Source: an optimization exercise on an open RTL-to-GDS flow (aim: small area, a short achievable clock period and few clock cycles per item). Production flows keep margins and buffers that such runs may drop. Function was checked by simulation only, so behaviour that the tests miss may differ from the original.

lane 1:
## mac_acc_unit
module mac_acc_unit (
  input               io_ina_valid,
  output              io_ina_ready,
  input      [31:0]   io_ina_payload,
  input               io_inb_valid,
  output              io_inb_ready,
  input      [31:0]   io_inb_payload,
  output              io_out_valid,
  input               io_out_ready,
  output     [31:0]   io_out_payload,
  input               io_acc_enable,
  input      [15:0]   io_par_acc_cnt,
  input               clk,
  input               reset
);
  reg         a_v, b_v;
  reg  [31:0] a_r, b_r;
  reg         m_v;
  reg         m_s;
  reg  [9:0]  m_e;
  reg  [25:0] m_ph;
  reg         m_pl, m_cn, m_ci, m_cz;
  reg         q_v;
  reg  [9:0]  q_d;         
  reg         q_ge, q_lt;  
  reg  [31:0] q_r;
  reg         q_z, q_i, q_n;
  reg         s_s;
  reg  [30:0] s_r;
  reg         s_z, s_i, s_n;
  reg         emp;         
  reg         js;          
  reg         acc_rdy;     
  reg         lastf;       
  reg         donef;       
  reg  [15:0] cnt;         
  reg         o_v;
  reg  [31:0] o_r;
  wire consume  = q_v & acc_rdy;
  wire q_adv    = m_v & (~q_v | acc_rdy);
  wire ab_adv   = a_v & b_v & (~m_v | ~q_v | acc_rdy);
  assign io_ina_ready = ~a_v | ab_adv;
  assign io_inb_ready = ~b_v | ab_adv;
  wire start    = ~js & io_acc_enable & ~o_v;
  ...
Size in the first run: about 250 flip-flops.
export LEC_CHECK = 0
export CAP_MARGIN = 20
export CORE_MARGIN = 2
export CORE_UTILIZATION = 45
export PLACE_DENSITY = 0.6
export SETUP_SLACK_MARGIN = 5
export SLEW_MARGIN = 20
export TNS_END_PERCENT = 0
create_clock -name core_clock -period 15.0 [get_ports {clk}]
standard.sh (not shown) runs the stock make flow with config.mk's settings and CLKGATE_MAP_FILE= SYNTH_SCRIPT=/design/flow/synth_recipe.tcl, a recipe that flattens the netlist after the stock synthesis.
==> flow/flow/run.sh <==
#!/bin/bash
set -euo pipefail
bash standard.sh synth > synth.log 2>&1
bash standard.sh SETUP_SLACK_MARGIN=9 finish > layout.log 2>&1
Testbench counts of lane 1, summed over its fixed seeds: cycles 21,435, items 20,434.
Edits applied to the flow inputs when going from lane 1 to lane 2:
# lane 1
export LEC_CHECK = 0
export CAP_MARGIN = 20
export CORE_MARGIN = 2
export CORE_UTILIZATION = 45
export PLACE_DENSITY = 0.6
export SETUP_SLACK_MARGIN = 5
export SLEW_MARGIN = 20
export TNS_END_PERCENT = 0
create_clock -name core_clock -period 15.0 [get_ports {clk}]
# lane 2
export LEC_CHECK = 0
export CAP_MARGIN = 20
export CORE_MARGIN = 2
export CORE_UTILIZATION = 50
export PLACE_DENSITY = 0.6
export SETUP_SLACK_MARGIN = 5
export SLEW_MARGIN = 20
export TNS_END_PERCENT = 0
create_clock -name core_clock -period 15.0 [get_ports {clk}]
Between lane 1 and lane 2, the flow reports number of non-clock buffers in the layout decreasing by more than 10%.
Comparing lane 2 against lane 1, there is no change at all in flip-flop and latch count.
The area of the multi-input gates was comparable across lane 1 and lane 2.
Taking lane 1 as the reference, in lane 2 fmax did not really move; detailed-route wire length has decreased.
Of lane 1 and lane 2, the run reporting the higher die area was lane 1.
The setup slack in lane 2 was higher than what lane 1 gave.
The inputs of lane 3 differ from those of lane 2 as listed below.
# lane 2
export LEC_CHECK = 0
export CAP_MARGIN = 20
export CORE_MARGIN = 2
export CORE_UTILIZATION = 50
export PLACE_DENSITY = 0.6
export SETUP_SLACK_MARGIN = 5
export SLEW_MARGIN = 20
export TNS_END_PERCENT = 0
create_clock -name core_clock -period 15.0 [get_ports {clk}]
# lane 3
export LEC_CHECK = 0
export CAP_MARGIN = 20
export CORE_MARGIN = 2
export CORE_UTILIZATION = 55
export PLACE_DENSITY = 0.7
export SETUP_SLACK_MARGIN = 5
export SLEW_MARGIN = 20
export TNS_END_PERCENT = 0
create_clock -name core_clock -period 15.0 [get_ports {clk}]
--- outcome ---
Although lane 3 finished all stages, its layout failed final checks on max-capacitance violations, max-slew violations.
The worst clock skew on the final layout in lane 3 was lower than what lane 2 gave.
Taking lane 2 as the reference, in lane 3 area of the die shrank by about 9%; final wirelength grew by 4.4%; synthesized cell count held steady; fraction of area in registers shrank by 0.35 points.
Against lane 2, lane 3 comes in 1411 lower on number of fill cells.
Lane 3 — initial cell density of the core 5.0 points higher, lane 2 as reference
Reported for lane 3 and lane 2, hold buffer count at cts turned out identical to the last digit.
| met3 layer wire length in the routed design | lane 3 vs lane 2 | about 50% higher |

* * *

mac_acc_unit, a different RTL version from the one above (not shown whole).
Size in the first run: roughly 5800 cells after synthesis, ~250 flip-flops, roughly 120 I/O pins.
Design mac_acc_unit, start of the top module:
module mac_acc_unit (
  input               io_ina_valid,
  output              io_ina_ready,
  input      [31:0]   io_ina_payload,
  input               io_inb_valid,
  output              io_inb_ready,
  input      [31:0]   io_inb_payload,
  output              io_out_valid,
  input               io_out_ready,
  output     [31:0]   io_out_payload,
  input               io_acc_enable,
  input      [15:0]   io_par_acc_cnt,
  input               clk,
  input               reset
);
==> flow/config.mk <==
export PLATFORM = sky130hd
export DESIGN_NAME = mac_acc_unit
export DESIGN_NICKNAME = mac_acc_unit
export VERILOG_FILES = /design/flow/design.v
export SDC_FILE = /design/flow/constraint.sdc
export NUM_CORES = 4
export LEC_CHECK = 0
export CAP_MARGIN = 20
export CORE_MARGIN = 2
export CORE_UTILIZATION = 45
export PLACE_DENSITY = 0.65
export SETUP_SLACK_MARGIN = 5
export SLEW_MARGIN = 20
export TNS_END_PERCENT = 0
==> flow/constraint.sdc <==
create_clock -name core_clock -period 15.0 [get_ports {clk}]
set_input_delay 3.0000 -clock core_clock [delete_from_list [all_inputs] [get_ports {clk}]]
set_output_delay 3.0000 -clock core_clock [all_outputs]
set_load 0.01 [all_outputs]
Scripts as last shown in full above: flow/flow/run.sh
The baseline finished clean.
Testbench counts at the start, summed over its fixed seeds: cycles 21,435, items 20,434.
Change:
==> flow/flow/run.sh (replaced) <==
#!/bin/bash
set -euo pipefail
bash standard.sh synth > synth.log 2>&1
bash standard.sh SETUP_SLACK_MARGIN=8 finish > layout.log 2>&1
CORE_UTILIZATION = 60   (was 45)
PLACE_DENSITY = 0.75   (was 0.65)
Result: The changed run ran to the end with no violations. Wire length is lower by 4.5%. Design area drops by 2.0%. Synthesized cell count stays the same. Global-route usage rose by 8.8 points. Setup slack got worse by 0.074 ns. Clock skew went down by 0.0074 ns. Count of clock-buffer cells in the layout is unchanged. Core utilization increases by 16 points. Critical path depth falls by 4.

* * *

== the previous run ==
Another version of the RTL of mac_acc_unit (not shown whole).
For scale: about 5800 cells after synthesis, ~280 flip-flops, roughly 120 I/O pins.
Design mac_acc_unit, start of the top module:
module mac_acc_unit (
  input               io_ina_valid,
  output              io_ina_ready,
  input      [31:0]   io_ina_payload,
  input               io_inb_valid,
  output              io_inb_ready,
  input      [31:0]   io_inb_payload,
  output              io_out_valid,
  input               io_out_ready,
  output     [31:0]   io_out_payload,
  input               io_acc_enable,
  input      [15:0]   io_par_acc_cnt,
  input               clk,
  input               reset
);
export LEC_CHECK = 0
export CAP_MARGIN = 20
export CORE_MARGIN = 2
export CORE_UTILIZATION = 50
export PLACE_DENSITY = 0.65
export SETUP_SLACK_MARGIN = 5
export SLEW_MARGIN = 20
export TNS_END_PERCENT = 0
create_clock -name core_clock -period 15.0 [get_ports {clk}]
==> flow/flow/run.sh <==
#!/bin/bash
set -euo pipefail
bash standard.sh synth > synth.log 2>&1
bash standard.sh SETUP_SLACK_MARGIN=9 finish > layout.log 2>&1
Testbench counts of the previous run, summed over its fixed seeds: cycles 20,541, items 20,434.
#### Input delta (the current run over the previous run)
diff --git a/flow/config.mk b/flow/config.mk
--- a/flow/config.mk
+++ b/flow/config.mk
@@ -8,6 +8,6 @@
 export CAP_MARGIN = 20
 export CORE_MARGIN = 2
-export CORE_UTILIZATION = 50
-export PLACE_DENSITY = 0.65
+export CORE_UTILIZATION = 55
+export PLACE_DENSITY = 0.7
 export SETUP_SLACK_MARGIN = 5
 export SLEW_MARGIN = 20
## What came out
The current run: all stages complete, timing, DRC and antenna checks passed. The previous run → the current run: sequential standard cell area held steady, total global-route track usage increased by 3.9 points relative to the old numbers, I/O pin count shows no meaningful change, area after synthesis neither gained nor lost much. The run showing the greater register-to-register slack is the current run. From the previous run to the current run the numbers moved as follows: register bit total from synthesis ~0 delta. Global-route wire length before repair was lower in the previous run than in the current run.

[port drivers added, routing unchanged]
Ports are ideal in the flow. The routed layouts listed here were re-timed in OpenROAD.
Step 1: set_driving_cell puts a clkbuf_16 on clk and a buf_2 on each other input, an assumption about the parent block.
Step 2 moves the port delays by t, midway between the first and last clock arrival at a register: inputs arrive t later, outputs are due t later. That takes back most of the time a late clock gives input paths.
Three values: ideal, step 1, step 2; two values: the first two.
run | t (ns) | setup slack, ns | worst setup path after step 2 | worst slew at a driven data input, ns
lane 1 | 0.664 | 7.866 / 7.866 / 7.866 | register to register | 0.08
lane 2 | 0.691 | 7.877 / 7.877 / 7.877 | register to register | 0.07
lane 3 | 0.667 | 7.297 / 7.297 / 7.297 | register to register | 0.08
the first run of note 2 | 0.656 | 7.428 / 7.428 / 7.428 | register to register | 0.10
the second run of note 2 | 0.619 | 7.354 / 7.354 / 7.354 | register to register | 0.08
the previous run | 0.688 | 7.189 / 7.189 / 7.189 | register to register | 0.10
the current run | 0.670 | 7.286 / 7.286 / 7.286 | register to register | 0.08
